This design comes from an exercise in tuning for small area on the open sky130 flow, not from production work.
Function was checked by simulation only, so behaviour that the tests miss may differ from the original.
Power is estimated from default activity; no workload was simulated.

== run A ==
// apb_uart
module apb_uart (
   input  wire          clk,
                        rst_n,
   input  wire          UART_RX_I,
   output reg           UART_TX_O,
   output wire          tx_fifo_empty,
                        tx_fifo_full,
                        rx_fifo_empty,
                        rx_fifo_full,
   input  wire          PENABLE,
                        PSEL,
                        PWRITE,
   input  wire [31:0]   PWDATA,
                        PADDR,
   output reg           PREADY,
   output wire          PSLVERR,
   output wire [31:0]   PRDATA
);
   wire       access   = PSEL & PENABLE;
   wire       addr_vld = ~|PADDR[31:3];
   wire [7:0] addr     = PADDR[7:0];
   reg        dap1, dap2;
   always @(posedge clk or negedge rst_n) begin
      if (!rst_n) begin
         dap1   <= 1'b0;
         dap2   <= 1'b0;
         PREADY <= 1'b0;
      end else begin
         dap1   <= access;
         dap2   <= dap1;
         PREADY <= dap2;
      end
   end
   wire acc_rdy = PREADY & access;
   wire w_en    = acc_rdy & addr_vld & PWRITE;
   assign PSLVERR = acc_rdy & ~addr_vld;
   reg       mdr;
   reg [7:0] dll, dlh, tbr;
   reg [5:0] lcr;
   reg [3:0] ier;
   reg [3:0] fsr_d;
   reg       tx_flag;
   wire      t_empty, t_full, r_empty, r_full;
   always @(posedge clk or negedge rst_n) begin
      if (!rst_n) begin
         mdr     <= 1'b0;
         dll     <= 8'd0;
         dlh     <= 8'd0;
         lcr     <= 6'd0;
         ier     <= 4'd0;
         tbr     <= 8'd0;
         fsr_d   <= 4'd0;
         tx_flag <= 1'b0;
      end else begin
         if (w_en) begin
            case (PADDR[2:0])
               3'd0: mdr <= PWDATA[0];
               3'd1: dll <= PWDATA[7:0];
               3'd2: dlh <= PWDATA[7:0];
               3'd3: lcr <= PWDATA[5:0];
               3'd4: ier <= PWDATA[3:0];
               3'd6: tbr <= PWDATA[7:0];
               default: ;
            endcase
         end
         fsr_d   <= {r_empty, r_full, t_empty, t_full};
         tx_flag <= w_en & (PADDR[2:0] == 3'd6);
      end
   end
   wire       osm = mdr;
   wire [1:0] wls = lcr[1:0];
   wire       stb = lcr[2];
  ...
Settings: LEC_CHECK=0, CAP_MARGIN=20, CORE_MARGIN=2, CORE_UTILIZATION=40, SLEW_MARGIN=20; clock period 10.0 ns.
standard.sh (not shown) runs the stock make flow with config.mk's settings and CLKGATE_MAP_FILE= SYNTH_SCRIPT=/design/flow/synth_recipe.tcl, a recipe that flattens the netlist after the stock synthesis.
==> flow/flow/run.sh <==
#!/bin/bash
# The standard layout, with three changes:
#  - synthesis: the standard synthesis (synth_recipe.tcl), then the combinational cells are
#    mapped again by ABC for area (flow/remap.tcl); the registers stay as they are;
#  - the port buffers are the smallest buffer cell (buf_1), and the buffers ABC added are removed;
#  - one tie cell drives all the constant outputs;
#  - clock tree: clkbuf_8 cells, clusters of up to 20 sinks, no dummy loads.
# Each tool's output is in the ORFS logs under orfs/logs; make's output goes to standard_flow.log.
set -euo pipefail
WORK=$(pwd)
printf 'source %s/synth_recipe.tcl\nsource %s/flow/remap.tcl\n' "$WORK" "$WORK" > "$WORK/remap_synth.tcl"
CTS="-sink_clustering_enable -repair_clock_nets -dont_use_dummy_load -buf_list sky130_fd_sc_hd__clkbuf_8 -sink_clustering_size 20 -sink_clustering_max_diameter 60"
bash standard.sh "SYNTH_SCRIPT=$WORK/remap_synth.tcl" "BUFFER_PORTS_ARGS=-buffer_cell sky130_fd_sc_hd__buf_1" \
   "CTS_ARGS=$CTS" REMOVE_ABC_BUFFERS=1 SKIP_REPAIR_TIE_FANOUT=1 EARLY_SIZING_CAP_RATIO=2 "PRE_GLOBAL_PLACE_TCL=$WORK/flow/pre_gpl.tcl" finish > standard_flow.log 2>&1
==> flow/flow/pre_gpl.tcl <==
# Before global placement: size drivers up by their load early, before buffering.
set_opt_config -set_early_sizing_cap_ratio $::env(EARLY_SIZING_CAP_RATIO)
Other scripts of this flow, unchanged in this note and not shown: flow/flow/area.script, flow/flow/genmodels.py, flow/flow/holdmux_map.v, flow/flow/not_map.v, flow/flow/remap.tcl
Run A finished all stages; the layout is clean.
diff inputs: run A => run B
-- flow/flow/run.sh --
<<< run A, line 14
   "CTS_ARGS=$CTS" REMOVE_ABC_BUFFERS=1 SKIP_REPAIR_TIE_FANOUT=1 EARLY_SIZING_CAP_RATIO=2 "PRE_GLOBAL_PLACE_TCL=$WORK/flow/pre_gpl.tcl" finish > standard_flow.log 2>&1
>>> run B, line 14
   "CTS_ARGS=$CTS" REMOVE_ABC_BUFFERS=1 SKIP_REPAIR_TIE_FANOUT=1 EARLY_SIZING_CAP_RATIO=6 "PRE_GLOBAL_PLACE_TCL=$WORK/flow/pre_gpl.tcl" finish > standard_flow.log 2>&1
[summary]
Run B | stages: all done | timing, DRC, antenna: all pass
Total chip power came out exactly the same in run B and run A.
Diff run B..run A | non-clock buffer count | unchanged
Changes observed in run B relative to run A: growth of design area from synthesis to finish barely changed; via count barely changed; count of boundary I/O pins barely changed; number of DRC violations after detailed routing barely changed; initial core utilization barely changed.
> inputs changed (run B -> run C)
# run B
export LEC_CHECK = 0
export CAP_MARGIN = 20
export CORE_MARGIN = 2
export CORE_UTILIZATION = 40
export SLEW_MARGIN = 20
create_clock -name core_clock -period 10.0 [get_ports {clk}]
# run C
export LEC_CHECK = 0
export CAP_MARGIN = 20
export CORE_MARGIN = 2
export CORE_UTILIZATION = 55
export SLEW_MARGIN = 20
create_clock -name core_clock -period 10.0 [get_ports {clk}]
-- flow/flow/run.sh --
<<< run B, line 14
   "CTS_ARGS=$CTS" REMOVE_ABC_BUFFERS=1 SKIP_REPAIR_TIE_FANOUT=1 EARLY_SIZING_CAP_RATIO=6 "PRE_GLOBAL_PLACE_TCL=$WORK/flow/pre_gpl.tcl" finish > standard_flow.log 2>&1
>>> run C, line 14
   "CTS_ARGS=$CTS" REMOVE_ABC_BUFFERS=1 SKIP_REPAIR_TIE_FANOUT=1 finish > standard_flow.log 2>&1
removed: flow/flow/pre_gpl.tcl
--- outcome ---
Re reported max-cap violation count: no difference whatsoever between run C and run B. Reported for run B and run C, combined area of all synthesized cells turned out identical to the last digit. In run C, the wire length of the first global-routing pass came out 3900 µm below the value in run B. Run B vs run C, uppermost layer routed: met5 vs met4.

==> what the ideal ports hide <==
In the flow no input, the clock included, has a driving cell. The finished layouts below were timed again as built, in two steps. Step 1 assumes that a clkbuf_16 drives the clock port and a buf_2 every other input. Step 2 times the ports against the registers' clock, not the clock port: input delays grow and output delays shrink by t, the midpoint of the rising clock arrivals with the driver on. Slacks: no drivers / after step 1 / after step 2; pairs: no drivers / after step 1.
run | shift t [ns] | setup WS [ns] | worst hold slack (ns) | cell pins on the clock port's net
run A | 0.635 | 4.146 / 4.114 / 4.114 | 0.363 / 0.363 / 0.363 | 1
run B | 0.635 | 4.146 / 4.114 / 4.114 | 0.363 / 0.363 / 0.363 | 1
run C | 0.631 | 3.937 / 3.897 / 3.897 | 0.350 / 0.350 / 0.350 | 1
After both steps every run listed still meets setup and hold. For run C, which loses most, drivers alone change the setup slack by -0.040 ns; drivers and shift together by -0.040 ns.
